Background: an optimization exercise with open tools, aiming at a short achievable clock period and few clock cycles. Do not read the settings as production practice.
The RTL was checked by simulation tests, not by an equivalence proof against the original design.
No activity file was given, so power comes from the tool's default toggle rates.

==> design.v <==
`timescale 1 ns / 100 ps
module sign_ext_16_32(d, q);
	input [15:0] d;
	output [31:0] q;
	assign q = { {16{d[15]}}, d};
endmodule
`timescale 1ns/1ps
module alu(op_sub, sel_sum, sel_slt, sel_and, sel_or, sel_nor, rd1, rd2, res);
	input op_sub;
	input sel_sum;
	input sel_slt;
	input sel_and;
	input sel_or;
	input sel_nor;
	input [31:0] rd1;
	input [31:0] rd2;
	output [31:0] res;
	wire [31:0] bx = rd2 ^ {32{op_sub}};
	wire [31:0] sum;
	wire cout;
	ks_add #(.W(32)) adder(.a(rd1), .b(bx), .cin(op_sub), .sum(sum), .cout(cout));
	wire [31:0] orv = rd1 | rd2;
	assign res = ({32{sel_sum}} & sum)
		| {31'b0, sel_slt & ~cout}
		| ({32{sel_and}} & (rd1 & rd2))
		| ({32{sel_or}} & orv)
		| ({32{sel_nor}} & ~orv);
endmodule
module ks_add(a, b, cin, sum, cout);
	parameter W = 32;
	localparam L = (W > 16) ? 5 : (W > 8) ? 4 : (W > 4) ? 3 : (W > 2) ? 2 : 1;
	input [W-1:0] a;
	input [W-1:0] b;
	input cin;
	output [W-1:0] sum;
	output cout;
	wire [W-1:0] p0 = a ^ b;
	wire [W-1:0] g0 = a & b;
	wire [W-1:0] g [0:L];
	wire [W-1:0] p [0:L];
	assign g[0] = {g0[W-1:1], g0[0] | (p0[0] & cin)};
	assign p[0] = p0;
	genvar l, i;
	generate
		for (l = 0; l < L; l = l + 1) begin : lvl
			for (i = 0; i < W; i = i + 1) begin : bt
				if (i >= (1 << l)) begin : comb
					if (l % 2 == 0) begin : t
						pg_aoi c(.g1(g[l][i]), .p1(p[l][i]),
							.g0(g[l][i - (1 << l)]), .p0(p[l][i - (1 << l)]),
							.gn(g[l+1][i]), .pn(p[l+1][i]));
					end
					else begin : n
						pg_oai c(.gn1(g[l][i]), .pn1(p[l][i]),
							.gn0(g[l][i - (1 << l)]), .pn0(p[l][i - (1 << l)]),
							.g(g[l+1][i]), .p(p[l+1][i]));
					end
				end
				else begin : pass
					pg_inv c(.g(g[l][i]), .p(p[l][i]),
						.gn(g[l+1][i]), .pn(p[l+1][i]));
				end
			end
		end
	endgenerate
	wire [W-1:0] gl = (L % 2 == 1) ? ~g[L] : g[L];
	assign sum = p0 ^ {gl[W-2:0], cin};
	assign cout = gl[W-1];
endmodule
module pg_aoi(g1, p1, g0, p0, gn, pn);
	input g1;
	input p1;
	input g0;
	input p0;
	output gn;
	output pn;
	assign gn = ~(g1 | (p1 & g0));
	assign pn = ~(p1 & p0);
endmodule
module pg_oai(gn1, pn1, gn0, pn0, g, p);
	input gn1;
	input pn1;
	input gn0;
	input pn0;
	output g;
	output p;
	assign g = ~(gn1 & (pn1 | gn0));
	assign p = ~(pn1 | pn0);
endmodule
module pg_inv(g, p, gn, pn);
	input g;
	input p;
	output gn;
	output pn;
	assign gn = ~g;
	assign pn = ~p;
endmodule
`timescale 1ns/1ns
module register_file(clk, ra1, ra2, we, wd, rd1, rd2);
	input clk;
	input [4:0] ra1;
	input [4:0] ra2;
	input [31:1] we;
	input [31:0] wd;
	output [31:0] rd1;
	output [31:0] rd2;
	reg [31:0] memory [1:31];
	reg [31:1] s1, s2;
	integer i;
	always @(*) begin
		for (i = 1; i < 32; i = i + 1) begin
			s1[i] = ra1 == i;
			s2[i] = ra2 == i;
		end
	end
	genvar g, b;
	generate
		for (g = 1; g < 32; g = g + 1) begin : regs
			always @(posedge clk) begin
				if (we[g])
					memory[g] <= wd;
			end
		end
		for (b = 0; b < 32; b = b + 1) begin : rd
			wire [31:1] col;
			for (g = 1; g < 32; g = g + 1) begin : c
				assign col[g] = memory[g][b];
			end
			rf_read_bit r1(.s(s1), .d(col), .q(rd1[b]));
			rf_read_bit r2(.s(s2), .d(col), .q(rd2[b]));
		end
	endgenerate
endmodule
module rf_read_bit(s, d, q);
	input [31:1] s;
	input [31:1] d;
	output q;
	wire [15:0] pn;
	rf_nand2 p0(.a(s[1]), .b(d[1]), .y(pn[0]));
	genvar k;
	generate
		for (k = 1; k < 16; k = k + 1) begin : pr
			rf_aoi22 p(.a0(s[2*k]), .b0(d[2*k]), .a1(s[2*k+1]), .b1(d[2*k+1]),
				.y(pn[k]));
		end
	endgenerate
	wire [3:0] o;
	rf_nand4 n0(.a(pn[0]), .b(pn[1]), .c(pn[2]), .d(pn[3]), .y(o[0]));
	rf_nand4 n1(.a(pn[4]), .b(pn[5]), .c(pn[6]), .d(pn[7]), .y(o[1]));
	rf_nand4 n2(.a(pn[8]), .b(pn[9]), .c(pn[10]), .d(pn[11]), .y(o[2]));
	rf_nand4 n3(.a(pn[12]), .b(pn[13]), .c(pn[14]), .d(pn[15]), .y(o[3]));
	wire [1:0] on;
	rf_nor2 r0(.a(o[0]), .b(o[1]), .y(on[0]));
	rf_nor2 r1(.a(o[2]), .b(o[3]), .y(on[1]));
	rf_nand2 f(.a(on[0]), .b(on[1]), .y(q));
endmodule
module rf_aoi22(a0, b0, a1, b1, y);
	input a0;
	input b0;
	input a1;
	input b1;
	output y;
	assign y = ~((a0 & b0) | (a1 & b1));
endmodule
module rf_nand2(a, b, y);
	input a;
	input b;
	output y;
	assign y = ~(a & b);
endmodule
module rf_nand4(a, b, c, d, y);
	input a;
	input b;
	input c;
	input d;
	output y;
	assign y = ~(a & b & c & d);
endmodule
module rf_nor2(a, b, y);
	input a;
	input b;
	output y;
	assign y = ~(a | b);
endmodule
`timescale 1ns/1ns
module single_cycle_mips_32(clk, rst, imem_addr, imem_rdata, dmem_addr,
	dmem_wdata, dmem_we, dmem_rdata);
	input clk;
	input rst;
	output [31:0] imem_addr;
	input [31:0] imem_rdata;
	output [31:0] dmem_addr;
	output [31:0] dmem_wdata;
	output dmem_we;
	input [31:0] dmem_rdata;
	localparam R_TYPE 		= 6'b000000;
	localparam LOAD_WORD 	= 6'b100011;
	localparam STORE_WORD 	= 6'b101011;
	localparam BRANCH_EQ	= 6'b000100;
	localparam JUMP 		= 6'b000010;
	reg [31:0] pc_o;		 
	reg [31:0] pc_n;		 
	wire [31:0] pc = ~pc_n;
	reg x_valid;
	reg [31:0] x_target;		 
	reg [15:0] x_imm;
	reg [31:0] x_a;			 
	reg [31:0] x_b;			 
	reg x_fm_a, x_fm_b;		 
	reg x_lu_a, x_lu_b;		 
	reg [4:0] x_dst;
	reg x_wen;
	reg x_lw;
	reg x_sw;
	reg x_beq;				 
	reg x_sub;
	reg x_sel_sum, x_sel_slt, x_sel_and, x_sel_or, x_sel_nor;
	reg [31:0] m_res;
	reg [31:0] m_addr;
	reg [31:0] m_wdata;
	reg m_we;
	reg m_lw;
	reg [31:1] m_wd_oh;
	reg [4:0] m_dst;
	reg m_wen;
	assign imem_addr = pc_o;
	wire [31:0] fi = imem_rdata;
	wire [31:0] pc4 = pc + 32'd4;
	wire [5:0] f_op = fi[31:26];
	wire [4:0] f_rs = fi[25:21];
	wire [4:0] f_rt = fi[20:16];
	wire [4:0] f_rd = fi[15:11];
	wire [3:0] f_fn = fi[3:0];
	wire f_rtype = f_op == R_TYPE;
	wire f_lw = f_op == LOAD_WORD;
	wire f_sw = f_op == STORE_WORD;
	wire f_beq = f_op == BRANCH_EQ;
	wire f_j = f_op == JUMP;
	wire f_same = f_rs == f_rt;
	wire f_bsame = f_beq & f_same;
	wire [4:0] f_dst = f_rtype ? f_rd : f_rt;
	wire f_wen = (f_rtype | f_lw) & (f_dst != 5'd0);
	wire fn_add = f_fn == 4'b0000;
	wire fn_sub = f_fn == 4'b0010;
	wire fn_or = f_fn == 4'b0101;
	wire fn_slt = f_fn == 4'b1010;
	wire fn_nor = f_fn == 4'b0111;
	wire fn_and = ~(fn_add | fn_sub | fn_or | fn_slt | fn_nor);
	wire f_use_rs = f_rtype | f_sw | f_beq | f_lw;
	wire f_use_rt = f_rtype | f_sw | f_beq;
	wire hx_a = x_valid & x_wen & (x_dst == f_rs);
	wire hx_b = x_valid & x_wen & (x_dst == f_rt);
	wire hm_a = m_wen & (m_dst == f_rs);
	wire hm_b = m_wen & (m_dst == f_rt);
	wire [31:0] rf_rd1, rf_rd2;
	wire [31:0] wd;
	register_file reg_file(
		.clk(clk),
		.ra1(f_rs),
		.ra2(f_rt),
		.we(m_wd_oh),
		.wd(wd),
		.rd1(rf_rd1),
		.rd2(rf_rd2)
		);
	wire f_tnear = (fi[15:7] == 9'h000) | (fi[15:7] == 9'h1ff);
	wire [8:0] f_tlo;
	ks_add #(.W(8)) f_tadd(.a(pc4[9:2]), .b(fi[7:0]), .cin(1'b0),
		.sum(f_tlo[7:0]), .cout(f_tlo[8]));
	wire [21:0] pc4_hi = pc4[31:10];
	wire [21:0] pc4_hi_p1 = pc4_hi + 22'd1;
	wire [21:0] pc4_hi_m1 = pc4_hi - 22'd1;
	wire [21:0] f_thi;
	near_hi f_tsel(.c(f_tlo[8]), .s(fi[15]), .hi(pc4_hi), .hi_p1(pc4_hi_p1),
		.hi_m1(pc4_hi_m1), .q(f_thi));
	wire [31:0] f_target = {f_thi, f_tlo[7:0], pc4[1:0]};
	wire f_bnear = f_bsame & f_tnear;
	wire [16:0] f_blo;
	ks_add #(.W(16)) f_badd(.a(pc4[17:2]), .b(fi[15:0]), .cin(1'b0),
		.sum(f_blo[15:0]), .cout(f_blo[16]));
	wire [13:0] f_bhi;
	wire [13:0] pc4_bhi_p1 = pc4[31:18] + 14'd1;
	wire [13:0] pc4_bhi_m1 = pc4[31:18] - 14'd1;
	near_hi #(.W(14)) f_bsel(.c(f_blo[16]), .s(fi[15]), .hi(pc4[31:18]),
		.hi_p1(pc4_bhi_p1), .hi_m1(pc4_bhi_m1), .q(f_bhi));
	wire [31:0] f_btarget = {f_bhi, f_blo[15:0], pc4[1:0]};
	wire [31:0] rs_val = x_fm_a ? m_res : x_a;
	wire [31:0] rt_val = x_fm_b ? m_res : x_b;
	wire [31:0] x_sext;
	sign_ext_16_32 x_sign_ext(
		.d(x_imm),
		.q(x_sext)
		);
	wire [31:0] alu_res;
	alu alu(
		.op_sub(x_sub),
		.sel_sum(x_sel_sum),
		.sel_slt(x_sel_slt),
		.sel_and(x_sel_and),
		.sel_or(x_sel_or),
		.sel_nor(x_sel_nor),
		.rd1(rs_val),
		.rd2(rt_val),
		.res(alu_res)
		);
	wire [31:0] agu;
	wire agu_c;
	ks_add #(.W(32)) agu_add(.a(rs_val), .b(x_sext), .cin(1'b0),
		.sum(agu), .cout(agu_c));
	integer k;
	reg [31:1] x_wd_oh;
	always @(*) begin
		for (k = 1; k < 32; k = k + 1)
			x_wd_oh[k] = x_wen & (x_dst == k);
	end
	wire stall = x_valid & (x_lu_a | x_lu_b);
	wire x_go = x_valid & ~(x_lu_a | x_lu_b);
	wire x_taken = x_go & x_beq & (rs_val == rt_val);
	wire [31:0] pc_base = x_taken ? x_target : stall ? pc : pc4;
	wire pc_use_ft = f_bnear & ~x_taken & ~stall;
	wire pc_use_j = f_j & ~x_taken & ~stall;
	wire [31:0] pc_next;
	pc_pick pick(.sel_ft(pc_use_ft), .ft(f_target), .sel_j(pc_use_j),
		.jt({pc4[31:28], fi[25:0], 2'b00}), .base(pc_base), .q(pc_next));
	always @(posedge clk or posedge rst) begin
		if (rst) begin
			pc_o <= 32'b0;
			pc_n <= 32'hffffffff;
		end
		else begin
			pc_o <= pc_next;
			pc_n <= ~pc_next;
		end
	end
	always @(posedge clk or posedge rst) begin
		if (rst)
			x_valid <= 1'b0;
		else if (~stall)
			x_valid <= ~x_taken & ~f_j & ~f_bnear;
	end
	always @(posedge clk) begin
		if (stall) begin
			x_a <= x_lu_a ? wd : rs_val;
			x_b <= x_lu_b ? wd : rt_val;
			x_fm_a <= 1'b0;
			x_fm_b <= 1'b0;
			x_lu_a <= 1'b0;
			x_lu_b <= 1'b0;
		end
		else begin
			x_a <= hm_a ? wd : rf_rd1;
			x_b <= hm_b ? wd : rf_rd2;
			x_fm_a <= hx_a & ~x_lw;
			x_fm_b <= hx_b & ~x_lw;
			x_lu_a <= hx_a & x_lw & f_use_rs;
			x_lu_b <= hx_b & x_lw & f_use_rt;
			x_target <= f_btarget;
			x_imm <= fi[15:0];
			x_dst <= f_dst;
			x_wen <= f_wen;
			x_lw <= f_lw;
			x_sw <= f_sw;
			x_beq <= f_beq & ~f_bnear;
			x_sub <= f_rtype & (fn_sub | fn_slt);
			x_sel_sum <= f_rtype & (fn_add | fn_sub);
			x_sel_slt <= f_rtype & fn_slt;
			x_sel_and <= f_rtype & fn_and;
			x_sel_or <= f_rtype & fn_or;
			x_sel_nor <= f_rtype & fn_nor;
		end
	end
	always @(posedge clk or posedge rst) begin
		if (rst) begin
			m_we <= 1'b0;
			m_wen <= 1'b0;
			m_wd_oh <= 31'b0;
		end
		else begin
			m_we <= x_go & x_sw;
			m_wen <= x_go & x_wen;
			m_wd_oh <= x_go ? x_wd_oh : 31'b0;
		end
	end
	always @(posedge clk) begin
		m_res <= alu_res;
		m_addr <= agu;
		m_wdata <= rt_val;
		m_lw <= x_lw;
		m_dst <= x_dst;
	end
	assign dmem_addr = m_addr;
	assign dmem_wdata = m_wdata;
	assign dmem_we = m_we;
	assign wd = m_lw ? dmem_rdata : m_res;
endmodule
module near_hi(c, s, hi, hi_p1, hi_m1, q);
	parameter W = 22;
	input c;
	input s;
	input [W-1:0] hi;
	input [W-1:0] hi_p1;
	input [W-1:0] hi_m1;
	output [W-1:0] q;
	assign q = (c == s) ? hi : (c ? hi_p1 : hi_m1);
endmodule
module pc_pick(sel_ft, ft, sel_j, jt, base, q);
	input sel_ft;
	input [31:0] ft;
	input sel_j;
	input [31:0] jt;
	input [31:0] base;
	output [31:0] q;
	assign q = sel_ft ? ft : (sel_j ? jt : base);
endmodule
==> flow/run.sh <==
#!/bin/bash
# Standard synthesis, except that full/half adders are not extracted (ABC maps
# the adders' gates for speed); then the standard layout, with strong port
# buffers and timing repair aiming for a larger setup margin than the 12 ns
# clock needs, so that the achieved period shrinks.
set -euo pipefail
bash standard.sh ADDER_MAP_FILE= synth > synth.log 2>&1
bash standard.sh SETUP_SLACK_MARGIN=${MARGIN:-8.8} \
  "BUFFER_PORTS_ARGS=-buffer_cell sky130_fd_sc_hd__buf_4" finish > layout.log 2>&1
==> standard.sh <==
#!/bin/bash
# synth_recipe.tcl (not shown) runs the flow's synth.tcl, then flattens the netlist and writes it again
# the make line also repeats each setting of config.mk as NAME=value (left out here)
make -C /OpenROAD-flow-scripts/flow DESIGN_CONFIG=/design/flow/config.mk WORK_HOME=/design/flow/orfs CLKGATE_MAP_FILE= SYNTH_SCRIPT=/design/flow/synth_recipe.tcl "${@:-finish}"
==> config.mk <==
export PLATFORM = sky130hd
export DESIGN_NAME = single_cycle_mips_32
export DESIGN_NICKNAME = single_cycle_mips_32
export VERILOG_FILES = /design/flow/design.v
export SDC_FILE = /design/flow/constraint.sdc
export NUM_CORES = 4
export LEC_CHECK = 0
export CAP_MARGIN = 20
export CELL_PAD_IN_SITES_DETAIL_PLACEMENT = 1
export CELL_PAD_IN_SITES_GLOBAL_PLACEMENT = 2
export CORE_MARGIN = 2
export CORE_UTILIZATION = 40
export SLEW_MARGIN = 20
export SYNTH_HIERARCHICAL = 1
==> constraint.sdc <==
create_clock -name core_clock -period 12.0 [get_ports {clk}]
set_input_delay 2.4000 -clock core_clock [delete_from_list [all_inputs] [get_ports {clk}]]
set_output_delay 2.4000 -clock core_clock [all_outputs]
set_load 0.01 [all_outputs]
==> flow_summary.ini, run 1 <==
[timing]
setup_viol = 0
finalCriticalPeriod_ns = 3.828
final-hold-violation-count = 0
max_freq_ghz = 0.2612
slew_viol_final = 0
period_share_pct = 31.90
tightest_slew_ns = 1.003
final.setup.tns_ns = 0
slew_headroom_pct = 33.15
rsz0062_at_grt = true
clock_skew_ns = 0.04772

[floorplan]
die_w_um = 423.5
die_area_mm2 = 0.1794
pin_count = 163
initial_utilization_pct = 40.37
die_h_um = 423.5
core_mm2 = 0.1744
rows = 153

[global_route]
grt_pass1_vias = 55720
grt_pass1_wl_um = 455300
antenna_found_initial = 8
track_usage_pct = 36.19
overflow = 0
grt_max_degree = 145

[detailed_routing]
wl_um = 333900
viasPerCell = 6.373
route.detailed.drc = 0
first_iter_violations = 6532
post_drt_wl_per_cell_um = 38.28
via_count = 55580
ant_nets = 0
dr.pass1.iters = 5

[worst_setup_path]
reg2reg_from = x_fm_b$_SDFF_PP0_
critPathLaunch = imem_rdata[18]
worstPathCellList = buf_16 > buf_6 > or3b_4 > buf_6 > buf_6 > nor2_4 > buf_6 > buf_12 > nand2_4 > nand4_1 > nor2_2 > nand2_2 > o21ai_4 > o21ai_2
path_delay_family = simple AND/OR/NAND/NOR gates
slowest_delay_ns = 0.45
crit_required_ns = 12.73
worst-setup-path-type = primary input to flop
end_kind = flop
path_max_fanout = 8
rr_worst_depth = 17
path_buf_inv = 6
worstPathArrival_ns = 4.56
crit_top_cell = buf_6
crit_slowest_cell = or3b_4
worst_setup_path_start_kind = primary input
crit_cells = 14

[synthesis]
avgSynthCellArea_um2 = 13.09
syn_inst = 5379
synth_warnings = 12
netlist_area_mm2 = 0.07040

[clock_tree]
cts_hold_buf = 0
cts-buffers-inserted = 156
cts_buffer_depth = 3
path_clk_slew_ns = 0.06
tritoncts = built
cts_max_level = 4
insertion_delay_ns = 0.83
cts_root_buf = clkbuf_16
clock-sinks = 1323

[final_layout]
multi_input_area_mm2 = 0.03581
regMostFlops = reg_file.memory
area_growth_pct = 33.63
largest_reg_flops = 992
drive_gt1_share_pct = 51.23
nNetsFinal = 6327
regArea_mm2 = 0.03772
fillers = 16810
stdcell_area_mm2 = 0.09408

[placed_design]
place_area_mm2 = 0.07559
port_buffers = 162
gp_congestion = 0.8445
hpwl_um = 180100

[pwr]
power_density_mw_per_mm2 = 151.2
ir_worst_vdd_v = 0.0001172
p_leak_uw = 0.03189

[hold_path]
hold_class = flop to flop
hold_depth = 0
hp-start = x_lw$_DFFE_PN_

[outcome]
status = finished clean

[job]
cap_violations = 0
## metrics by stage
stage	util [%]	power, uW	instances	hold WS (ns)	setup slack [ns]
2_1_floorplan	-	7423	5386	0.3691	7.846
3_3_place_gp	43.34	8315	7854	0.4336	6.314
3_5_place_dp	43.34	8325	7854	0.4253	6.236
4_1_cts	52.48	13970	8606	0.4385	8.138
5_1_grt	53.94	14640	8721	0.4628	8.165
6_report	53.94	14220	8722	0.4395	8.172
## path summary, 6_finish.rpt
path,end,slack (ns)
max,x_b[20]$_DFF_P_,8.17
min,m_lw$_DFF_P_,0.44
max reg2reg,pc_o[2]$_DFF_PP0_,8.27
min reg2reg,m_lw$_DFF_P_,0.44
max in group asynchronous,pc_n[10]$_DFF_PP1_,9.17
min in group asynchronous,m_wd_oh[2]$_DFF_PP0_,1.82
## per-layer routing
metal  share of wire [%]  track usage [%]  vias to the layer above
li1                    -                -                    22800
met1                  43            51.57                    29330
met2                  44            55.18                     2845
met3                 8.6            6.961                      605
met4                 3.9            12.18                        4
met5               0.010                0                        -
## placed cells by master (no fill, tap or decap), types with 156 or more instances in the layout
| cell | n |
|---|---|
| nand2_1 | 385 |
| a22oi_2 | 961 |
| o21ai_2 | 172 |
| nor2_1 | 223 |
| edfxtp_1 | 1055 |
| nand4_1 | 271 |
| clkbuf_16 | 164 |
| buf_4 | 392 |
| buf_6 | 199 |
| a21oi_2 | 156 |
## power by group
group          internal, uW  total (uW)  switching, uW
Sequential             5190        5390            207
Clock                  2800        4890           2100
Combinational          1770        3940           2170
Total                  9750       14200           4470
## timing repair
action	4_1_cts	5_1_grt
resized for setup	1206	341
cloned	85	7
endpoints found under the setup margin	321	337
pin swaps	463	280
setup buffers	375	107
## cell type report
class	count	share of cell area [%]
Antenna cell	2	0.005320
Clock buffer	213	4.538
Clock inverter	79	0.9709
Inverter	169	0.7089
Multi-Input combinational cell	3728	38.06
Sequential cell	1323	40.09
Tap cell	2325	3.092
Timing Repair Buffer	883	12.53
Testbench counts, summed over its fixed seeds: cycles 45,670.
==> run 2, diff against run 1 <==
--- a/design.v
+++ b/design.v
@@ -107,12 +107,14 @@
 	reg [31:0] memory [1:31];
-	reg [31:1] s1, s2;
-	integer i;
-	always @(*) begin
-		for (i = 1; i < 32; i = i + 1) begin
-			s1[i] = ra1 == i;
-			s2[i] = ra2 == i;
-		end
-	end
+	wire [7:0] lo1 [0:3];
+	wire [3:0] hi1 [0:3];
+	wire [7:0] lo2 [0:3];
+	wire [3:0] hi2 [0:3];
 	genvar g, b;
 	generate
+		for (b = 0; b < 4; b = b + 1) begin : dec
+			rf_dec3 l1(.a(ra1[2:0]), .s(lo1[b]));
+			rf_dec2 h1(.a(ra1[4:3]), .s(hi1[b]));
+			rf_dec3 l2(.a(ra2[2:0]), .s(lo2[b]));
+			rf_dec2 h2(.a(ra2[4:3]), .s(hi2[b]));
+		end
 		for (g = 1; g < 32; g = g + 1) begin : regs
@@ -128,4 +130,4 @@
 			end
-			rf_read_bit r1(.s(s1), .d(col), .q(rd1[b]));
-			rf_read_bit r2(.s(s2), .d(col), .q(rd2[b]));
+			rf_read_bit r1(.lo(lo1[b / 8]), .hi(hi1[b / 8]), .d(col), .q(rd1[b]));
+			rf_read_bit r2(.lo(lo2[b / 8]), .hi(hi2[b / 8]), .d(col), .q(rd2[b]));
 		end
@@ -133,4 +135,23 @@
 endmodule
-module rf_read_bit(s, d, q);
-	input [31:1] s;
+module rf_dec3(a, s);
+	input [2:0] a;
+	output reg [7:0] s;
+	integer i;
+	always @(*) begin
+		for (i = 0; i < 8; i = i + 1)
+			s[i] = a == i;
+	end
+endmodule
+module rf_dec2(a, s);
+	input [1:0] a;
+	output reg [3:0] s;
+	integer i;
+	always @(*) begin
+		for (i = 0; i < 4; i = i + 1)
+			s[i] = a == i;
+	end
+endmodule
+module rf_read_bit(lo, hi, d, q);
+	input [7:0] lo;
+	input [3:0] hi;
 	input [31:1] d;
@@ -138,3 +159,3 @@
 	wire [15:0] pn;
-	rf_nand2 p0(.a(s[1]), .b(d[1]), .y(pn[0]));
+	rf_nand2 p0(.a(lo[1]), .b(d[1]), .y(pn[0]));
 	genvar k;
@@ -142,15 +163,15 @@
 		for (k = 1; k < 16; k = k + 1) begin : pr
-			rf_aoi22 p(.a0(s[2*k]), .b0(d[2*k]), .a1(s[2*k+1]), .b1(d[2*k+1]),
-				.y(pn[k]));
+			rf_aoi22 p(.a0(lo[(2*k) % 8]), .b0(d[2*k]), .a1(lo[(2*k+1) % 8]),
+				.b1(d[2*k+1]), .y(pn[k]));
 		end
 	endgenerate
-	wire [3:0] o;
-	rf_nand4 n0(.a(pn[0]), .b(pn[1]), .c(pn[2]), .d(pn[3]), .y(o[0]));
-	rf_nand4 n1(.a(pn[4]), .b(pn[5]), .c(pn[6]), .d(pn[7]), .y(o[1]));
-	rf_nand4 n2(.a(pn[8]), .b(pn[9]), .c(pn[10]), .d(pn[11]), .y(o[2]));
-	rf_nand4 n3(.a(pn[12]), .b(pn[13]), .c(pn[14]), .d(pn[15]), .y(o[3]));
-	wire [1:0] on;
-	rf_nor2 r0(.a(o[0]), .b(o[1]), .y(on[0]));
-	rf_nor2 r1(.a(o[2]), .b(o[3]), .y(on[1]));
-	rf_nand2 f(.a(on[0]), .b(on[1]), .y(q));
+	wire [3:0] grp;
+	rf_nand4 n0(.a(pn[0]), .b(pn[1]), .c(pn[2]), .d(pn[3]), .y(grp[0]));
+	rf_nand4 n1(.a(pn[4]), .b(pn[5]), .c(pn[6]), .d(pn[7]), .y(grp[1]));
+	rf_nand4 n2(.a(pn[8]), .b(pn[9]), .c(pn[10]), .d(pn[11]), .y(grp[2]));
+	rf_nand4 n3(.a(pn[12]), .b(pn[13]), .c(pn[14]), .d(pn[15]), .y(grp[3]));
+	wire [1:0] hn;
+	rf_aoi22 h0(.a0(hi[0]), .b0(grp[0]), .a1(hi[1]), .b1(grp[1]), .y(hn[0]));
+	rf_aoi22 h1(.a0(hi[2]), .b0(grp[2]), .a1(hi[3]), .b1(grp[3]), .y(hn[1]));
+	rf_nand2 f(.a(hn[0]), .b(hn[1]), .y(q));
 endmodule
@@ -178,8 +199,2 @@
 endmodule
-module rf_nor2(a, b, y);
-	input a;
-	input b;
-	output y;
-	assign y = ~(a | b);
-endmodule
 `timescale 1ns/1ns
@@ -277,2 +292,3 @@
 	wire f_bnear = f_bsame & f_tnear;
+	wire f_take = f_bnear;
 	wire [16:0] f_blo;
@@ -317,9 +333,22 @@
 	wire x_go = x_valid & ~(x_lu_a | x_lu_b);
-	wire x_taken = x_go & x_beq & (rs_val == rt_val);
-	wire [31:0] pc_base = x_taken ? x_target : stall ? pc : pc4;
-	wire pc_use_ft = f_bnear & ~x_taken & ~stall;
-	wire pc_use_j = f_j & ~x_taken & ~stall;
-	wire [31:0] pc_next;
-	pc_pick pick(.sel_ft(pc_use_ft), .ft(f_target), .sel_j(pc_use_j),
-		.jt({pc4[31:28], fi[25:0], 2'b00}), .base(pc_base), .q(pc_next));
+	wire x_eq = rs_val == rt_val;
+	wire x_taken = x_go & x_beq & x_eq;
+	wire x_bgo = x_go & x_beq;
+	wire [31:0] pc_jt = {pc4[31:28], fi[25:0], 2'b00};
+	wire [31:0] pc_next, pc_next_n;
+	genvar h;
+	generate
+		for (h = 0; h < 2; h = h + 1) begin : pk
+			pc_pick po(.bgo(x_bgo), .a(rs_val), .b(rt_val),
+				.xtarget(x_target[16*h+15:16*h]), .st(stall), .pc(pc[16*h+15:16*h]),
+				.bnear(f_take), .ft(f_target[16*h+15:16*h]), .j(f_j),
+				.jt(pc_jt[16*h+15:16*h]), .pc4(pc4[16*h+15:16*h]),
+				.q(pc_next[16*h+15:16*h]));
+			pc_pick pn(.bgo(x_bgo), .a(rs_val), .b(rt_val),
+				.xtarget(x_target[16*h+15:16*h]), .st(stall), .pc(pc[16*h+15:16*h]),
+				.bnear(f_take), .ft(f_target[16*h+15:16*h]), .j(f_j),
+				.jt(pc_jt[16*h+15:16*h]), .pc4(pc4[16*h+15:16*h]),
+				.q(pc_next_n[16*h+15:16*h]));
+		end
+	endgenerate
 	always @(posedge clk or posedge rst) begin
@@ -331,3 +360,3 @@
 			pc_o <= pc_next;
-			pc_n <= ~pc_next;
+			pc_n <= ~pc_next_n;
 		end
@@ -338,3 +367,3 @@
 		else if (~stall)
-			x_valid <= ~x_taken & ~f_j & ~f_bnear;
+			x_valid <= ~x_taken & ~f_j & ~f_take;
 	end
@@ -362,3 +391,3 @@
 			x_sw <= f_sw;
-			x_beq <= f_beq & ~f_bnear;
+			x_beq <= f_beq & ~f_take;
 			x_sub <= f_rtype & (fn_sub | fn_slt);
@@ -405,10 +434,18 @@
 endmodule
-module pc_pick(sel_ft, ft, sel_j, jt, base, q);
-	input sel_ft;
-	input [31:0] ft;
-	input sel_j;
-	input [31:0] jt;
-	input [31:0] base;
-	output [31:0] q;
-	assign q = sel_ft ? ft : (sel_j ? jt : base);
+module pc_pick(bgo, a, b, xtarget, st, pc, bnear, ft, j, jt, pc4, q);
+	input bgo;
+	input [31:0] a;
+	input [31:0] b;
+	input [15:0] xtarget;
+	input st;
+	input [15:0] pc;
+	input bnear;
+	input [15:0] ft;
+	input j;
+	input [15:0] jt;
+	input [15:0] pc4;
+	output [15:0] q;
+	wire xt = bgo & (a == b);
+	wire [15:0] f = bnear ? ft : (j ? jt : pc4);
+	assign q = xt ? xtarget : (st ? pc : f);
 endmodule
==> run 2 against run 1 <==
Die area rose by 6.3%. Core utilization down 1.8 points. Critical endpoint is now pc_n[31]$_DFF_PP1_. Setup slack lost 0.15 ns. Non-clock buffer count fell by 95.
==> flow_summary.ini, run 2 <==
[final_layout]
area_growth_pct = 29.28
utilization_pct = 52.14
mostFrequentLayoutCell = a22oi_2
nNetsFinal = 6695
drive_gt1_share_pct = 48.24
regMostFlops = reg_file.memory
fillers = 18190
most-common-layout-cells = a22oi_2 (1089), edfxtp_1 (1055), nand2_1 (450), buf_4 (340), nand4_1 (284)
largest_reg_flops = 992

[global_route]
grt_pass1_wl_um = 473900
track_usage_pct = 35.18
overflow = 0
grt_pass1_vias = 59120
gr-usage-met2_pct = 53.94
antenna_found_initial = 14
grt.busiest_layer = met2
grt_use_met1_pct = 48.71
met3_usage_pct = 6.044
grt_max_degree = 126

[floorplan]
core_mm2 = 0.1856
initial_utilization_pct = 40.33
pin_count = 163
die_w_um = 436.6
die_h_um = 436.6
rows = 158
die_area_mm2 = 0.1906

[detailed_routing]
dr.pass1.iters = 6
ant_nets = 0
wl_um = 347400
post_drt_wl_per_cell_um = 37.60
route.detailed.drc = 0
viasPerCell = 6.344
via_count = 58610
first_iter_violations = 5913

[pwr]
power_density_mw_per_mm2 = 151.2
p_total_uw = 14640
p_clk_share_pct = 32.8
p_leak_uw = 0.03278
power.internal_uw = 9869
switching_share_pct = 32.58
ir_worst_vdd_v = 0.0001339
power.switching_uw = 4769
comb_power_share_pct = 30.5
seqPwrFrac_pct = 36.7

[worst_setup_path]
path_buf_inv = 5
end_kind = flop
worstPathCellList = buf_12 > maj3_2 > a21oi_4 > o21ai_2 > a21oi_4 > inv_8 > buf_12 > buf_16 > mux2i_1 > mux2i_1 > a21oi_1 > o21ai_1 > mux2_4 > inv_2
path_max_fanout = 8
crit_slowest_cell = maj3_2
path_delay_family = compound AO/OA/AOI/OAI gates
worst-setup-path-type = primary input to flop
worstPathArrival_ns = 4.76
worst_setup_path_start_kind = primary input
crit_required_ns = 12.78
slowest_delay_ns = 0.33

[clock_tree]
clock-sinks = 1323
tritoncts = built
path_clk_slew_ns = 0.06
cts_buffer_depth = 3
cts_hold_buf = 0
cts_root_buf = clkbuf_16
cts-buffers-inserted = 159
cts_max_level = 4
insertion_delay_ns = 0.84

[placed_design]
gp_congestion = 0.8642
port_buffers = 162
hpwl_um = 187900

[timing]
max_freq_ghz = 0.2514
slew_headroom_pct = 16.17
final-hold-violation-count = 0
clock_skew_ns = 0.03415
finalCriticalPeriod_ns = 3.978
tightest_slew_ns = 1.252
final.setup.tns_ns = 0
rsz0062_at_grt = true
slew_viol_final = 0
setup_viol = 0
period_share_pct = 33.15

[hold_path]
hold_class = flop to flop

[synthesis]
synth_warnings = 15
netlist_area_mm2 = 0.07487
avgSynthCellArea_um2 = 12.83
syn_inst = 5837

[outcome]
status = finished clean

[job]
cap_violations = 0
## run 2: power groups by stage
stage | clock (uW) | combinational, uW | sequential, uW
6_report | 4800 | 4470 | 5370
2_1_floorplan | 0 | 2370 | 5370
4_1_cts | 4850 | 4230 | 5350
5_1_grt | 5030 | 4690 | 5380
3_5_place_dp | 0 | 3400 | 5410
3_3_place_gp | 0 | 3380 | 5420
## run 2: cell type report
class,count,area (um2),area share [%]
diodes,3,7.507,0.007757
clock buffers,230,4499,4.649
clock inverters,58,560.5,0.5792
inverters,215,832.0,0.8597
multi-input cells,4142,39240,40.55
flip-flops and latches,1323,37760,39.01
well taps,2480,3103,3.206
repair buffers,788,10780,11.14
## run 2: worst paths after layout
path | startpoint | slack (ns) | to | cells after the start
max | imem_rdata[0] | 8.02 | pc_n[31]$_DFF_PP1_ | 14
min | x_lw$_DFFE_PN_ | 0.48 | m_lw$_DFF_P_ | 0
max reg2reg | pc_n[2]$_DFF_PP1_ | 8.15 | pc_n[31]$_DFF_PP1_ | 17
min reg2reg | x_lw$_DFFE_PN_ | 0.48 | m_lw$_DFF_P_ | 0
max in group asynchronous | rst | 9.09 | m_wd_oh[17]$_DFF_PP0_ | 4
min in group asynchronous | rst | 1.77 | pc_o[24]$_DFF_PP0_ | 3
## run 2: timing repair
action,4_1_cts,5_1_grt
endpoints found under the setup margin,348,335
gates cloned,97,12
gates resized for setup,1084,258
pin swaps,490,344
buffers inserted,264,100
## run 2: worst register-to-register path, cell delays in order, from the launching register on
cell and delay (ns):
dfstp_4 0.50, or4_4 0.59, nor2_4 0.31, nor2_1 0.10, buf_4 0.21, and2_1 0.21
a21oi_2 0.18, o21ai_2 0.09, a21oi_4 0.24, inv_8 0.14, buf_12 0.18, buf_16 0.14
mux2i_1 0.11, mux2i_1 0.32, a21oi_1 0.14, o21ai_1 0.16, mux2_4 0.17, inv_2 0.03
## run 2: stage by stage
stage | hold WS (ns) | worst slack (ns) | instance area (um2) | instances
after global routing | 0.4835 | 7.939 | 96790 | 9239
after global placement | 0.4571 | 5.673 | 80300 | 8475
final | 0.4759 | 8.022 | 96790 | 9239
after floorplan | 0.3691 | 7.717 | 75860 | 5846
after CTS | 0.4727 | 8.120 | 94520 | 9124
after detailed placement | 0.4551 | 5.525 | 80300 | 8475
## run 2: per-layer routing
metal  wire [um]  part of all wire [%]  vias to the layer above
li1            -                     -                    24500
met1      147300                    42                    30720
met5          12                0.0035                        -
met4       16900                   4.9                        2
met2      155700                    45                     2706
met3       27480                   7.9                      695
Testbench counts of run 2, summed over its fixed seeds: cycles 45,670.
==> run 3, diff against run 2 <==
--- a/design.v
+++ b/design.v
@@ -292,3 +292,5 @@
 	wire f_bnear = f_bsame & f_tnear;
-	wire f_take = f_bnear;
+	wire f_bzc;
+	wire x_zero;
+	wire f_take = f_bnear | (f_bzc & x_zero);
 	wire [16:0] f_blo;
@@ -333,3 +335,6 @@
 	wire x_go = x_valid & ~(x_lu_a | x_lu_b);
-	wire x_eq = rs_val == rt_val;
+	wire x_eq;
+	zero32 x_eqz(.t(rs_val ^ rt_val), .z(x_eq));
+	assign f_bzc = f_beq & f_tnear & (f_rt == 5'd0) & hx_a & ~x_lw & x_sel_sum;
+	zero_res x_zr(.a(rs_val), .b(rt_val), .sub(x_sub), .z(x_zero));
 	wire x_taken = x_go & x_beq & x_eq;
@@ -341,10 +346,10 @@
 		for (h = 0; h < 2; h = h + 1) begin : pk
-			pc_pick po(.bgo(x_bgo), .a(rs_val), .b(rt_val),
+			pc_pick po(.bgo(x_bgo), .a(rs_val), .b(rt_val), .bzc(f_bzc), .sub(x_sub),
 				.xtarget(x_target[16*h+15:16*h]), .st(stall), .pc(pc[16*h+15:16*h]),
-				.bnear(f_take), .ft(f_target[16*h+15:16*h]), .j(f_j),
+				.bnear(f_bnear), .ft(f_target[16*h+15:16*h]), .j(f_j),
 				.jt(pc_jt[16*h+15:16*h]), .pc4(pc4[16*h+15:16*h]),
 				.q(pc_next[16*h+15:16*h]));
-			pc_pick pn(.bgo(x_bgo), .a(rs_val), .b(rt_val),
+			pc_pick pn(.bgo(x_bgo), .a(rs_val), .b(rt_val), .bzc(f_bzc), .sub(x_sub),
 				.xtarget(x_target[16*h+15:16*h]), .st(stall), .pc(pc[16*h+15:16*h]),
-				.bnear(f_take), .ft(f_target[16*h+15:16*h]), .j(f_j),
+				.bnear(f_bnear), .ft(f_target[16*h+15:16*h]), .j(f_j),
 				.jt(pc_jt[16*h+15:16*h]), .pc4(pc4[16*h+15:16*h]),
@@ -434,3 +439,3 @@
 endmodule
-module pc_pick(bgo, a, b, xtarget, st, pc, bnear, ft, j, jt, pc4, q);
+module pc_pick(bgo, a, b, bzc, sub, xtarget, st, pc, bnear, ft, j, jt, pc4, q);
 	input bgo;
@@ -438,2 +443,4 @@
 	input [31:0] b;
+	input bzc;
+	input sub;
 	input [15:0] xtarget;
@@ -447,5 +454,55 @@
 	output [15:0] q;
-	wire xt = bgo & (a == b);
-	wire [15:0] f = bnear ? ft : (j ? jt : pc4);
+	wire eq;
+	zero32 eqz(.t(a ^ b), .z(eq));
+	wire xt = bgo & eq;
+	wire z;
+	zero_res zr(.a(a), .b(b), .sub(sub), .z(z));
+	wire take = bnear | (bzc & z);
+	wire [15:0] f = take ? ft : (j ? jt : pc4);
 	assign q = xt ? xtarget : (st ? pc : f);
 endmodule
+module zero_res(a, b, sub, z);
+	input [31:0] a;
+	input [31:0] b;
+	input sub;
+	output z;
+	wire [31:0] t_add = (a ^ b) ^ {a[30:0] | b[30:0], 1'b0};
+	wire [31:0] t = sub ? (a ^ b) : t_add;
+	zero32 tz(.t(t), .z(z));
+endmodule
+module zero32(t, z);
+	input [31:0] t;
+	output z;
+	wire [15:0] l1;
+	wire [7:0] l2;
+	wire [3:0] l3;
+	wire [1:0] l4;
+	genvar i;
+	generate
+		for (i = 0; i < 16; i = i + 1) begin : a1
+			z_nor2 g(.a(t[2*i]), .b(t[2*i+1]), .y(l1[i]));
+		end
+		for (i = 0; i < 8; i = i + 1) begin : a2
+			z_nand2 g(.a(l1[2*i]), .b(l1[2*i+1]), .y(l2[i]));
+		end
+		for (i = 0; i < 4; i = i + 1) begin : a3
+			z_nor2 g(.a(l2[2*i]), .b(l2[2*i+1]), .y(l3[i]));
+		end
+		for (i = 0; i < 2; i = i + 1) begin : a4
+			z_nand2 g(.a(l3[2*i]), .b(l3[2*i+1]), .y(l4[i]));
+		end
+	endgenerate
+	z_nor2 g5(.a(l4[0]), .b(l4[1]), .y(z));
+endmodule
+module z_nor2(a, b, y);
+	input a;
+	input b;
+	output y;
+	assign y = ~(a | b);
+endmodule
+module z_nand2(a, b, y);
+	input a;
+	input b;
+	output y;
+	assign y = ~(a & b);
+endmodule
==> run 3 against run 2 <==
Final area rose by 4.4%. Critical endpoint is now imem_addr[19]. Via count grew 7.0%. Still clean. Die area grew 6.4%.
==> flow_summary.ini, run 3 <==
[final_layout]
drive_gt1_share_pct = 43.18
regArea_mm2 = 0.03772
fillers = 19750
multi_input_area_mm2 = 0.04419
most-common-layout-cells = a22oi_2 (1089), edfxtp_1 (1055), nand2_1 (481), xor2_1 (371), nor2_1 (352)
mostFrequentLayoutCell = a22oi_2
nNetsFinal = 7280
regMostFlops = reg_file.memory
largest_reg_flops = 992
area_growth_pct = 26.77

[detailed_routing]
wl_um = 360800
post_drt_wl_per_cell_um = 36.14
dr.pass1.iters = 5
first_iter_violations = 6122
via_count = 62700
ant_nets = 0
viasPerCell = 6.280
route.detailed.drc = 0

[floorplan]
initial_utilization_pct = 40.33
die_area_mm2 = 0.2029
die_h_um = 450.4
pin_count = 163
core_mm2 = 0.1976
rows = 163
die_w_um = 450.4

[hold_path]
hp-start = x_sw$_DFFE_PN_
hold_end = m_we$_DFF_PP0_
hold_depth = 1
hold_class = flop to flop

[worst_setup_path]
path_max_fanout = 1
rr_worst_depth = 15
path_delay_family = flip-flops
worstPathCellList = buf_6
critPathLaunch = pc_o[19]$_DFF_PP0_
worstPathArrival_ns = 1.44
ff2ff_setup_slack_ns = 8.32
slowest_delay_ns = 0.47
worst-setup-path-type = flop to output pin
end_kind = output pin
crit_slowest_cell = dfrtp_2
worst_setup_path_start_kind = flop
crit_required_ns = 9.60
path_buf_inv = 1
reg2reg_to = pc_n[1]$_DFF_PP1_
reg2reg_from = x_fm_a$_SDFF_PP0_

[placed_design]
hpwl_um = 186500
gp_congestion = 0.8237
pre_cts_ws_ns = 6.290
port_buffers = 162

[clock_tree]
cts-buffers-inserted = 156
cts_hold_buf = 0
insertion_delay_ns = 0.84
clock-sinks = 1323
tritoncts = built
cts_buffer_depth = 3
cts_root_buf = clkbuf_16
cts_max_level = 4
path_clk_slew_ns = 0.06

[job]
cap_violations = 0

[pwr]
p_leak_uw = 0.03482
power_density_mw_per_mm2 = 148.0
ir_worst_vdd_v = 0.0001398

[timing]
clock_skew_ns = 0.04879
tightest_slew_ns = 1.068
final.setup.tns_ns = 0
final-hold-violation-count = 0
rsz0062_at_grt = true
slew_viol_final = 0
setup_ws_ns = 8.157
max_freq_ghz = 0.2602
finalCriticalPeriod_ns = 3.843
setup_viol = 0
period_share_pct = 32.02
slew_headroom_pct = 28.83

[outcome]
status = finished clean

[synthesis]
synth_warnings = 15
netlist_area_mm2 = 0.07971
syn_inst = 6469
avgSynthCellArea_um2 = 12.32

[global_route]
track_usage_pct = 33.69
overflow = 0
antenna_found_initial = 6
grt_max_degree = 117
grt_pass1_wl_um = 491700
grt_pass1_vias = 63630
run 3: final cells by class:
cell class	instances	share of cell area, %
repair buffers	723	9.842
multi-input cells	4752	43.74
inverters	258	0.9869
well taps	2640	3.269
clock inverters	85	0.7281
diodes	1	0.002476
clock buffers	202	4.106
flip-flops and latches	1323	37.33
run 3: per-stage QoR:
step                instance area (um2)  hold WS, ns  std cells  power (uW)  util, %
finish                           101000       0.4915       9984       14950    51.13
global route                     101000       0.5233       9983       15510    51.13
CTS                               97850       0.4992       9831       14700    49.51
detailed placement                85160       0.4830       9262        9350    43.09
global placement                  85160       0.4836       9262        9298    43.09
floorplan                         80480       0.3462       6478        8203        -
run 3: report_power, final:
group	internal, uW	leakage, uW	switching, uW
Sequential	5170	0.0124	189
Clock	2590	0.00237	2070
Combinational	2130	0.0201	2810
run 3: timing repair:
| action | 4_1_cts | 5_1_grt |
|---|---|---|
| gates cloned | 108 | 34 |
| endpoints found under the setup margin | 507 | 319 |
| setup buffers | 174 | 116 |
| resized for setup | 902 | 308 |
| pin swaps | 308 | 396 |
run 3: worst max-delay path by stage:
| stage | endpoint | slack, ns | cells past startpoint |
|---|---|---|---|
| floorplan | x_wen$_DFFE_PN_ | 7.56 | 7 |
| global placement | pc_n[18]$_DFF_PP1_ | 6.32 | 11 |
| detailed placement | pc_n[19]$_DFF_PP1_ | 6.29 | 11 |
| CTS | dmem_we | 8.12 | 1 |
| global route | pc_n[17]$_DFF_PP1_ | 8.10 | 13 |
| finish | imem_addr[19] | 8.16 | 1 |
run 3: per-layer routing:
metal	up-vias	part of all wire (%)	wire (um)	GRT usage (%)
met3	633	6.6	23870	4.899
met2	2569	45	163600	52.74
met1	33060	44	157200	46.77
met5	-	0	0	0
met4	0	4.5	16090	13.63
li1	26450	-	-	-
Testbench counts of run 3, summed over its fixed seeds: cycles 45,000.
==> run 4, diff against run 3 <==
--- a/design.v
+++ b/design.v
@@ -459,5 +459,6 @@
 	zero_res zr(.a(a), .b(b), .sub(sub), .z(z));
-	wire take = bnear | (bzc & z);
-	wire [15:0] f = take ? ft : (j ? jt : pc4);
-	assign q = xt ? xtarget : (st ? pc : f);
+	wire take = (bnear | (bzc & z)) & ~st;
+	wire [15:0] other = st ? pc : (j ? jt : pc4);
+	wire [15:0] f = take ? ft : other;
+	assign q = xt ? xtarget : f;
 endmodule
==> run 4 against run 3 <==
Sequential share of layout area rose by 0.36 points. Critical path depth did not move. Routed wire length fell by 0.51%. Worst hold slack got worse by 0.023 ns. Synthesized area fell by 0.43%. Sequential power barely moved. Critical path type unchanged. Critical endpoint is now imem_addr[20]. Largest power group unchanged.
==> flow_summary.ini, run 4 <==
[outcome]
status = finished clean

[clock_tree]
insertion_delay_ns = 0.86
clock-sinks = 1323
cts_root_buf = clkbuf_16
cts_max_level = 4
cts-buffers-inserted = 157
cts_buffer_depth = 3
cts_hold_buf = 0
path_clk_slew_ns = 0.07
tritoncts = built

[pwr]
switching_share_pct = 33.62
ir_worst_vdd_v = 0.0001282
seqPwrFrac_pct = 35.8
power.internal_uw = 9909
power.switching_uw = 5019
comb_power_share_pct = 31.8
power_density_mw_per_mm2 = 149.1
p_clk_share_pct = 32.4
p_leak_uw = 0.03408

[final_layout]
mostFrequentLayoutCell = a22oi_2
regMostFlops = reg_file.memory
nNetsFinal = 7261
fillers = 19860
largest_reg_flops = 992
most-common-layout-cells = a22oi_2 (1093), edfxtp_1 (1055), nand2_1 (535), xor2_1 (376), nor2_1 (349)
multi_input_area_mm2 = 0.04363
utilization_pct = 50.76
area_growth_pct = 26.12
drive_gt1_share_pct = 43.35
regArea_mm2 = 0.03772

[detailed_routing]
ant_nets = 0
post_drt_wl_per_cell_um = 36.01
wl_um = 359000
route.detailed.drc = 0
via_count = 62870
viasPerCell = 6.306
first_iter_violations = 6321
dr.pass1.iters = 6

[worst_setup_path]
rr_worst_depth = 13
worst_setup_path_start_kind = flop
worstPathCellList = buf_6
reg2reg_from = pc_n[8]$_DFF_PP1_
crit_required_ns = 9.60
worstPathArrival_ns = 1.48
path_buf_inv = 1
path_max_fanout = 1
path_delay_family = flip-flops
crit_slowest_cell = dfrtp_2
crit_cells = 1
ff2ff_setup_slack_ns = 8.31
end_kind = output pin
worst-setup-path-type = flop to output pin
reg2reg_to = pc_o[30]$_DFF_PP0_
slowest_delay_ns = 0.47
critPathLaunch = pc_o[20]$_DFF_PP0_

[job]
cap_violations = 0

[global_route]
grt_max_degree = 139
antenna_found_initial = 4
grt_pass1_vias = 63960
grt_pass1_wl_um = 495900
track_usage_pct = 34.23
overflow = 0

[timing]
period_share_pct = 32.33
slew_viol_final = 0
final-hold-violation-count = 0
slew_headroom_pct = 20.21
max_freq_ghz = 0.2578
setup_viol = 0
tightest_slew_ns = 1.197
rsz0062_at_grt = true
final.setup.tns_ns = 0
finalCriticalPeriod_ns = 3.879
clock_skew_ns = 0.06431

[floorplan]
initial_utilization_pct = 40.24
rows = 163
die_h_um = 449.4
die_area_mm2 = 0.2020
die_w_um = 449.4
pin_count = 163
core_mm2 = 0.1972

[synthesis]
syn_inst = 6493
avgSynthCellArea_um2 = 12.22
synth_warnings = 15
netlist_area_mm2 = 0.07937

[placed_design]
port_buffers = 162
gp_congestion = 0.8203
hpwl_um = 189300

[hold_path]
hp-start = x_sw$_DFFE_PN_
hold_class = flop to flop
hold_depth = 1
hold_end = m_we$_DFF_PP0_
[run 4: changes by cell type in the layout (fill, tap and decap cells not counted), moves of 17 or more]
cell,change
a221o_1,+60
a221oi_2,-56
and3_2,+57
clkinv_1,-17
inv_1,-72
mux2i_1,-75
nand2_1,+54
o21ai_0,+25
o21ai_1,+49
or2b_1,-48
[run 4: metal layers]
metal  global-route usage (%)  vias to the layer above  wire [um]
met3                    5.553                      679      25790
li1                         -                    26530          -
met4                    13.95                        0      16190
met2                    53.85                     2748     163400
met5                        0                        -          0
met1                    46.90                    32920     153600
[run 4: how the worst max path moves through the flow]
| stage | endpoint | slack, ns |
|---|---|---|
| 5_1_grt | imem_addr[20] | 8.10 |
| 3_3_place_gp | pc_n[25]$_DFF_PP1_ | 6.58 |
| 2_1_floorplan | x_wen$_DFFE_PN_ | 7.56 |
| 4_1_cts | imem_addr[20] | 8.10 |
| 6_report | imem_addr[20] | 8.12 |
| 3_5_place_dp | pc_n[7]$_DFF_PP1_ | 6.56 |
[run 4: timing repair]
| action | in CTS | in global routing |
|---|---|---|
| cloned | 102 | 16 |
| endpoints found under the setup margin | 517 | 458 |
| pin swaps | 290 | 342 |
| resized for setup | 904 | 258 |
| setup buffers | 192 | 80 |
[run 4: stage by stage]
stage | hold slack (ns) | cell area [um2] | power (uW) | setup WS [ns] | std cells
after CTS | 0.4664 | 98030 | 14780 | 8.095 | 9870
after global placement | 0.4776 | 84800 | 9228 | 6.580 | 9285
after global routing | 0.4815 | 100100 | 15460 | 8.103 | 9967
final | 0.4685 | 100100 | 14930 | 8.121 | 9969
after detailed placement | 0.4742 | 84820 | 9275 | 6.560 | 9286
after floorplan | 0.3462 | 80130 | 8141 | 7.564 | 6502
[run 4: layout make-up]
type,instances,area share (%)
Timing Repair Buffer,705,9.536
Tap cell,2640,3.300
Clock inverter,74,0.8100
Multi-Input combinational cell,4810,43.59
Inverter,198,0.7625
Antenna cell,3,0.007500
Sequential cell,1323,37.69
Clock buffer,216,4.310
[run 4: power by group through the flow]
stage	combinational, uW	sequential [uW]	clock, uW
6_report	4750	5350	4830
3_3_place_gp	3830	5390	0
3_5_place_dp	3880	5390	0
5_1_grt	5030	5360	5060
4_1_cts	4550	5340	4890
2_1_floorplan	2780	5360	0
Testbench counts of run 4, summed over its fixed seeds: cycles 45,000.
==> run 5, diff against run 4 <==
--- a/config.mk
+++ b/config.mk
@@ -11,3 +11,3 @@
 export CORE_MARGIN = 2
-export CORE_UTILIZATION = 40
+export CORE_UTILIZATION = 55
 export SLEW_MARGIN = 20
==> run 5 against run 4 <==
Critical path type is now flop to flop. Register-to-register slack worse by 0.71 ns. Fmax is 12% lower. Cell count fell by 6.8%. Synthesized area stayed put. Critical endpoint is now pc_o[26]$_DFF_PP0_.
==> flow_summary.ini, run 5 <==
[outcome]
status = finished clean

[detailed_routing]
dr.pass1.iters = 11
first_iter_violations = 13270
route.detailed.drc = 0
viasPerCell = 8.056
via_count = 74820
ant_nets = 0
wl_um = 422900
post_drt_wl_per_cell_um = 45.54

[timing]
setup_viol = 0
max_freq_ghz = 0.2274
final.setup.tns_ns = 0
final-hold-violation-count = 0
period_share_pct = 36.64
clock_skew_ns = 0.07462
finalCriticalPeriod_ns = 4.397
slew_headroom_pct = 13.73
tightest_slew_ns = 1.285
holdWs_ns = 0.4901
slew_viol_final = 0
rsz0062_at_grt = true

[worst_setup_path]
reg2reg_from = x_fm_a$_SDFF_PP0_
critPathLaunch = x_fm_a$_SDFF_PP0_
cp-endpoint = pc_o[26]$_DFF_PP0_
end_kind = flop
worst_setup_path_start_kind = flop
reg2reg_to = pc_o[26]$_DFF_PP0_
crit_required_ns = 12.69
path_max_fanout = 25
rr_worst_depth = 13
worstPathArrival_ns = 5.09
worst-setup-path-type = flop to flop
ff2ff_setup_slack_ns = 7.60

[floorplan]
pin_count = 163
die_area_mm2 = 0.1474
rows = 139
initial_utilization_pct = 55.32
die_w_um = 383.9
core_mm2 = 0.1435
die_h_um = 383.9

[clock_tree]
clock-sinks = 1323
cts-buffers-inserted = 145
cts_buffer_depth = 3
tritoncts = built
cts_max_level = 4
path_clk_slew_ns = 0.06
cts_root_buf = clkbuf_16
insertion_delay_ns = 0.87

[global_route]
gr-usage-met2_pct = 72.35
grt.busiest_layer = met2
grt_pass1_wl_um = 518600
grt_max_degree = 167
antenna_found_initial = 41
track_usage_pct = 48.79
met3_usage_pct = 16.05
overflow = 0
grt_use_met1_pct = 59.24
grt_pass1_vias = 69860

[final_layout]
most-common-layout-cells = a22oi_2 (1093), edfxtp_1 (1055), nand2_1 (557), xor2_1 (373), nor2_1 (356)
largest_reg_flops = 992
nNetsFinal = 7291
mostFrequentLayoutCell = a22oi_2
area_growth_pct = 25.92
regMostFlops = reg_file.memory
drive_gt1_share_pct = 42.97

[pwr]
power_density_mw_per_mm2 = 153.7
p_leak_uw = 0.03427
ir_worst_vdd_v = 0.0001549

[synthesis]
syn_inst = 6493
avgSynthCellArea_um2 = 12.22
synth_warnings = 15
netlist_area_mm2 = 0.07937

[job]
cap_violations = 0

[placed_design]
gp_congestion = 0.8946
port_buffers = 162
hpwl_um = 178800

[hold_path]
hold_class = flop to flop
-- run 5: report_power, final --
part	leakage (uW)	switching [uW]	internal, uW
clock network	0.00232	2330	2610
registers	0.0124	221	5160
logic	0.0196	2990	2050
total	0.0343	5550	9820
-- run 5: final cells by class --
cell class	count	area, um2
flip-flops and latches	1323	37750
fillers	13230	43540
multi-input cells	4813	43720
repair buffers	744	10430
well taps	1903	2381
diodes	39	97.59
inverters	198	765.7
clock buffers	200	3956
clock inverters	67	844.6
-- run 5: metal layers --
layer	share of wire (%)	vias up	wire length, um
li1	-	26600	-
met3	16	3344	67870
met2	41	8388	172300
met5	0.27	-	1155
met1	32	36440	134400
met4	11	50	47190
-- run 5: worst min path at each step --
stage / start / depth (start not counted) / to / slack, ns
after floorplan: x_dst[1]$_DFFE_PN_ / 0 / m_dst[1]$_DFF_P_ / 0.35
after global placement: x_sw$_DFFE_PN_ / 1 / m_we$_DFF_PP0_ / 0.47
after detailed placement: x_sw$_DFFE_PN_ / 1 / m_we$_DFF_PP0_ / 0.47
after CTS: x_sw$_DFFE_PN_ / 1 / m_we$_DFF_PP0_ / 0.49
after global routing: x_sw$_DFFE_PN_ / 1 / m_we$_DFF_PP0_ / 0.51
final: x_sw$_DFFE_PN_ / 1 / m_we$_DFF_PP0_ / 0.49
-- run 5: metrics by stage --
stage / power (uW) / worst slack (ns) / utilization (%) / instances / cell area, um2
floorplan: 8141 / 7.564 / - / 6502 / 80130
global placement: 9096 / 6.755 / 58.32 / 8520 / 83680
detailed placement: 9199 / 6.664 / 58.33 / 8520 / 83690
CTS: 14310 / 8.149 / 67.02 / 9080 / 96160
global route: 15570 / 7.709 / 69.60 / 9259 / 99870
finish: 15360 / 7.603 / 69.65 / 9287 / 99940
-- run 5: critical path, stage by stage (launching register included) --
cell	delay (ns)
dfxtp_4	0.44
buf_16	0.28
mux2_4	0.53
o21bai_1	0.56
xnor2_1	0.15
nor2_1	0.21
nand2_1	0.17
nor2_1	0.69
nand2_1	0.11
nor2_1	0.23
a21o_1	0.20
a22oi_2	0.09
buf_12	0.21
a221o_1	0.37
-- run 5: what timing repair did --
item,4_1_cts,5_1_grt
endpoints found under the setup margin,482,321
pin swaps,287,419
cloned,113,31
setup buffers,180,137
gates resized for setup,808,363
hold endpoints to repair,0,0
hold buffers,0,0
==> run 6, diff against run 5 <==
--- a/config.mk
+++ b/config.mk
@@ -11,3 +11,4 @@
 export CORE_MARGIN = 2
-export CORE_UTILIZATION = 55
+export CORE_UTILIZATION = 40
+export PLACE_DENSITY = 0.7
 export SLEW_MARGIN = 20
==> run 6 against run 5 <==
Final area up 0.64%. Clock skew down 0.025 ns. Die area up 37%. Critical path depth down 12. Core utilization down 19 points.
==> flow_summary.ini, run 6 <==
[timing]
max_freq_ghz = 0.2599
final-hold-violation-count = 0
period_share_pct = 32.06
setup_viol = 0
slew_headroom_pct = 24.44
clock_skew_ns = 0.04935
holdWs_ns = 0.4902
tightest_slew_ns = 1.123
setup_ws_ns = 8.153
finalCriticalPeriod_ns = 3.847
slew_viol_final = 0
rsz0062_at_grt = true
final.setup.tns_ns = 0

[worst_setup_path]
path_max_fanout = 1
rr_worst_depth = 17
end_kind = output pin
path_buf_inv = 1
worst_setup_path_start_kind = flop
ff2ff_setup_slack_ns = 8.25
slowest_delay_ns = 0.46
worstPathCellList = buf_6
reg2reg_from = pc_n[5]$_DFF_PP1_
critPathLaunch = pc_o[1]$_DFF_PP0_
worst-setup-path-type = flop to output pin
path_delay_family = flip-flops
cp-endpoint = imem_addr[1]
reg2reg_to = x_target[19]$_DFFE_PN_
worstPathArrival_ns = 1.45
crit_required_ns = 9.60
crit_cells = 1
crit_slowest_cell = dfrtp_2

[global_route]
antenna_found_initial = 12
overflow = 0
grt_pass1_wl_um = 480500
track_usage_pct = 32.79
grt_pass1_vias = 64050
grt_max_degree = 140

[hold_path]
hp-start = x_lw$_DFFE_PN_
hold_class = flop to flop

[synthesis]
syn_inst = 6493
synth_warnings = 15
netlist_area_mm2 = 0.07937
avgSynthCellArea_um2 = 12.22

[clock_tree]
cts-buffers-inserted = 156
path_clk_slew_ns = 0.06
clock-sinks = 1323
cts_root_buf = clkbuf_16
cts_max_level = 4
tritoncts = built
cts_buffer_depth = 3
insertion_delay_ns = 0.86

[detailed_routing]
viasPerCell = 6.334
post_drt_wl_per_cell_um = 35.18
wl_um = 351000
via_count = 63190
route.detailed.drc = 0
ant_nets = 0
dr.pass1.iters = 6
first_iter_violations = 6924

[outcome]
status = finished clean

[pwr]
power_density_mw_per_mm2 = 150.0
p_leak_uw = 0.03431
ir_worst_vdd_v = 0.0001692

[floorplan]
die_area_mm2 = 0.2020
rows = 163
core_mm2 = 0.1972
initial_utilization_pct = 40.24
pin_count = 163
die_w_um = 449.4
die_h_um = 449.4

[job]
cap_violations = 0

[placed_design]
pre_cts_ws_ns = 6.465
gp_congestion = 0.8429
hpwl_um = 184200
port_buffers = 162

[final_layout]
most-common-layout-cells = a22oi_2 (1093), edfxtp_1 (1055), nand2_1 (524), xor2_1 (374), nor2_1 (349)
utilization_pct = 51.00
multi_input_area_mm2 = 0.04377
area_growth_pct = 26.73
largest_reg_flops = 992
regArea_mm2 = 0.03772
drive_gt1_share_pct = 43.30
nNetsFinal = 7269
mostFrequentLayoutCell = a22oi_2
regMostFlops = reg_file.memory
fillers = 19770
==> run 6: cell type report <==
class                      count  area share [%]
multi-input combinational   4808           43.52
clock buffer                 202           4.195
timing repair buffer         716           9.693
sequential                  1323           37.50
tap                         2640           3.284
inverter                     198          0.7638
antenna                        2        0.004976
clock inverter                88           1.037
==> run 6: worst min path at each step <==
stage	endpoint	slack, ns	cells after the start
CTS	m_we$_DFF_PP0_	0.50	1
global route	m_we$_DFF_PP0_	0.50	1
floorplan	m_dst[1]$_DFF_P_	0.35	0
finish	m_lw$_DFF_P_	0.49	0
global placement	m_lw$_DFF_P_	0.46	0
detailed placement	m_lw$_DFF_P_	0.46	0
==> run 6: repair_timing <==
action | CTS | global route
buffers inserted | 187 | 98
hold buffers | 0 | 0
setup endpoints to repair | 471 | 394
pin swaps | 225 | 380
cloned | 83 | 38
resized for setup | 813 | 387
==> run 6: metrics by stage <==
step	cells	total power [uW]	area, um2
2_1_floorplan	6502	8141	80130
3_3_place_gp	9276	9206	84710
3_5_place_dp	9279	9274	84780
4_1_cts	9839	14760	97320
5_1_grt	9977	15580	100600
6_report	9977	15080	100600
==> run 6: per-layer routing <==
metal / routed length (um) / GRT usage (%) / up-vias
met2: 159800 / 51.89 / 2897
met1: 148900 / 44.76 / 33050
met4: 17280 / 14.31 / 6
met5: 43 / 0 / -
li1: - / - / 26500
met3: 25020 / 4.634 / 731
==> run 6: report_power, final <==
group | leakage [uW] | internal, uW | switching, uW
clock network | 0.00255 | 2820 | 2120
registers | 0.0124 | 5170 | 188
logic | 0.0194 | 2050 | 2730
total | 0.0343 | 10000 | 5040
==> run 7, diff against run 6 <==
--- a/config.mk
+++ b/config.mk
@@ -9,6 +9,5 @@
 export CELL_PAD_IN_SITES_DETAIL_PLACEMENT = 1
-export CELL_PAD_IN_SITES_GLOBAL_PLACEMENT = 2
+export CELL_PAD_IN_SITES_GLOBAL_PLACEMENT = 1
 export CORE_MARGIN = 2
 export CORE_UTILIZATION = 40
-export PLACE_DENSITY = 0.7
 export SLEW_MARGIN = 20
==> run 7 against run 6 <==
Largest power group unchanged. Core utilization is 0.10 points lower. Flip-flop and latch count stayed put. Setup slack worse by 0.022 ns.
==> flow_summary.ini, run 7 <==
[final_layout]
largest_reg_flops = 992
area_growth_pct = 26.47
utilization_pct = 50.90
drive_gt1_share_pct = 42.98
regMostFlops = reg_file.memory
most-common-layout-cells = a22oi_2 (1092), edfxtp_1 (1055), nand2_1 (547), xor2_1 (370), nor2_1 (347)
nNetsFinal = 7258
stdcell_area_mm2 = 0.1004
mostFrequentLayoutCell = a22oi_2

[worst_setup_path]
end_kind = flop
worstPathCellList = buf_6 > or4_4 > buf_6 > nor3b_4 > buf_6 > buf_12 > buf_16 > mux2i_1 > o21ai_1 > a221o_1 > inv_1
crit_required_ns = 12.78
slowest_delay_ns = 0.59
path_delay_family = simple AND/OR/NAND/NOR gates
reg2reg_from = x_fm_a$_SDFF_PP0_
crit_slowest_cell = or4_4
worst-setup-path-type = primary input to flop
path_buf_inv = 6
critPathLaunch = imem_rdata[26]
worst_setup_path_start_kind = primary input
worstPathArrival_ns = 4.64
crit_top_cell = buf_6
path_max_fanout = 6

[detailed_routing]
viasPerCell = 6.384
via_count = 63610
ant_nets = 0
post_drt_wl_per_cell_um = 35.79
route.detailed.drc = 0
dr.pass1.iters = 5
wl_um = 356600
first_iter_violations = 6534

[placed_design]
hpwl_um = 184100
pre_cts_ws_ns = 6.548
port_buffers = 162
place_area_mm2 = 0.08466
gp_congestion = 0.8521

[timing]
setup_viol = 0
tightest_slew_ns = 1.143
period_share_pct = 32.24
rsz0062_at_grt = true
slew_headroom_pct = 23.51
clock_skew_ns = 0.04943
slew_viol_final = 0
max_freq_ghz = 0.2584
finalCriticalPeriod_ns = 3.869
setup_ws_ns = 8.131
final.setup.tns_ns = 0
final-hold-violation-count = 0

[synthesis]
avgSynthCellArea_um2 = 12.22
netlist_area_mm2 = 0.07937
synth_warnings = 15
syn_inst = 6493

[clock_tree]
tritoncts = built
cts-buffers-inserted = 155
path_clk_slew_ns = 0.06
insertion_delay_ns = 0.84
cts_hold_buf = 0
cts_max_level = 4
cts_root_buf = clkbuf_16
cts_buffer_depth = 3
clock-sinks = 1323

[floorplan]
pin_count = 163
rows = 163
initial_utilization_pct = 40.24
core_mm2 = 0.1972
die_area_mm2 = 0.2020
die_h_um = 449.4
die_w_um = 449.4

[global_route]
grt_pass1_wl_um = 493400
grt_pass1_vias = 64540
antenna_found_initial = 8
track_usage_pct = 33.74
grt.busiest_layer = met2
met3_usage_pct = 4.729
overflow = 0
gr-usage-met2_pct = 53.52
grt_max_degree = 118
grt_use_met1_pct = 45.62

[pwr]
seqPwrFrac_pct = 36.0
comb_power_share_pct = 31.7
p_leak_uw = 0.03419
p_clk_share_pct = 32.3
ir_worst_vdd_v = 0.0001638
power.internal_uw = 9909
power_density_mw_per_mm2 = 148.5
p_total_uw = 14900
switching_share_pct = 33.51
power.switching_uw = 4993

[hold_path]
hp-start = x_sw$_DFFE_PN_
hold_class = flop to flop

[job]
cap_violations = 0

[outcome]
status = finished clean
## run 7: through the flow
stage	instances	hold WS, ns
floorplan	6502	0.3462
global placement	9266	0.4720
detailed placement	9266	0.4697
CTS	9871	0.4836
global route	9963	0.5042
finish	9964	0.4800
## run 7: power by group through the flow
stage | Sequential, uW | Combinational (uW) | Clock, uW
6_report | 5360 | 4730 | 4810
3_5_place_dp | 5400 | 3860 | 0
3_3_place_gp | 5400 | 3800 | 0
4_1_cts | 5360 | 4480 | 4860
5_1_grt | 5380 | 5000 | 5030
2_1_floorplan | 5360 | 2780 | 0
## run 7: layout make-up
class / instances / area (um2)
inverters: 198 / 768.2
diodes: 2 / 5.005
well taps: 2640 / 3303
clock buffers: 226 / 4339
fillers: 19890 / 96840
multi-input cells: 4816 / 43850
clock inverters: 61 / 718.2
flip-flops and latches: 1323 / 37750
repair buffers: 698 / 9649
## run 7: what timing repair did
item / in CTS / in global routing
pin swaps: 304 / 377
endpoints found under the setup margin: 478 / 316
gates resized for setup: 928 / 261
cloned: 115 / 19
buffers inserted: 203 / 72
## run 7: path summary, 6_finish.rpt
path / to / slack, ns / cells after the start
hold reg to reg: m_we$_DFF_PP0_ / 0.48 / 1
setup / recovery: pc_n[17]$_DFF_PP1_ / 8.13 / 11
setup reg to reg: pc_n[2]$_DFF_PP1_ / 8.33 / 15
min in group asynchronous: m_wd_oh[26]$_DFF_PP0_ / 1.78 / 3
max in group asynchronous: pc_o[1]$_DFF_PP0_ / 9.22 / 4
hold / removal: m_we$_DFF_PP0_ / 0.48 / 1
## run 7: routing by layer
metal,share of wire (%),vias up
met5,0,-
met3,6.9,749
met2,46,2914
li1,-,26560
met4,5.1,0
met1,42,33390

separate check: timing with driven ports:
The flow's constraints put no driver on any port. The routed layouts listed below were extracted and timed again, unchanged, in two steps. Step 1: set_driving_cell puts a clkbuf_16 on clk and a buf_2 on each other input, an assumption about the parent block. Step 2 also shifts input and output timing later by t, the mid clock arrival at the registers, as if the neighbouring blocks saw the same clock. a / b / c = ideal ports / drivers / drivers and shift; a / b = the first two.
run | t (ns) | setup slack, ns
run 1 | 0.901 | 8.172 / 8.098 / 7.226
run 2 | 0.913 | 8.022 / 8.066 / 7.153
run 3 | 0.919 | 8.157 / 8.054 / 7.180
run 4 | 0.914 | 8.121 / 8.035 / 7.120
run 5 | 0.911 | 7.603 / 7.076 / 6.164
run 6 | 0.931 | 8.153 / 7.948 / 7.017
run 7 | 0.906 | 8.131 / 8.075 / 7.195
After both steps every run listed still meets setup and hold.
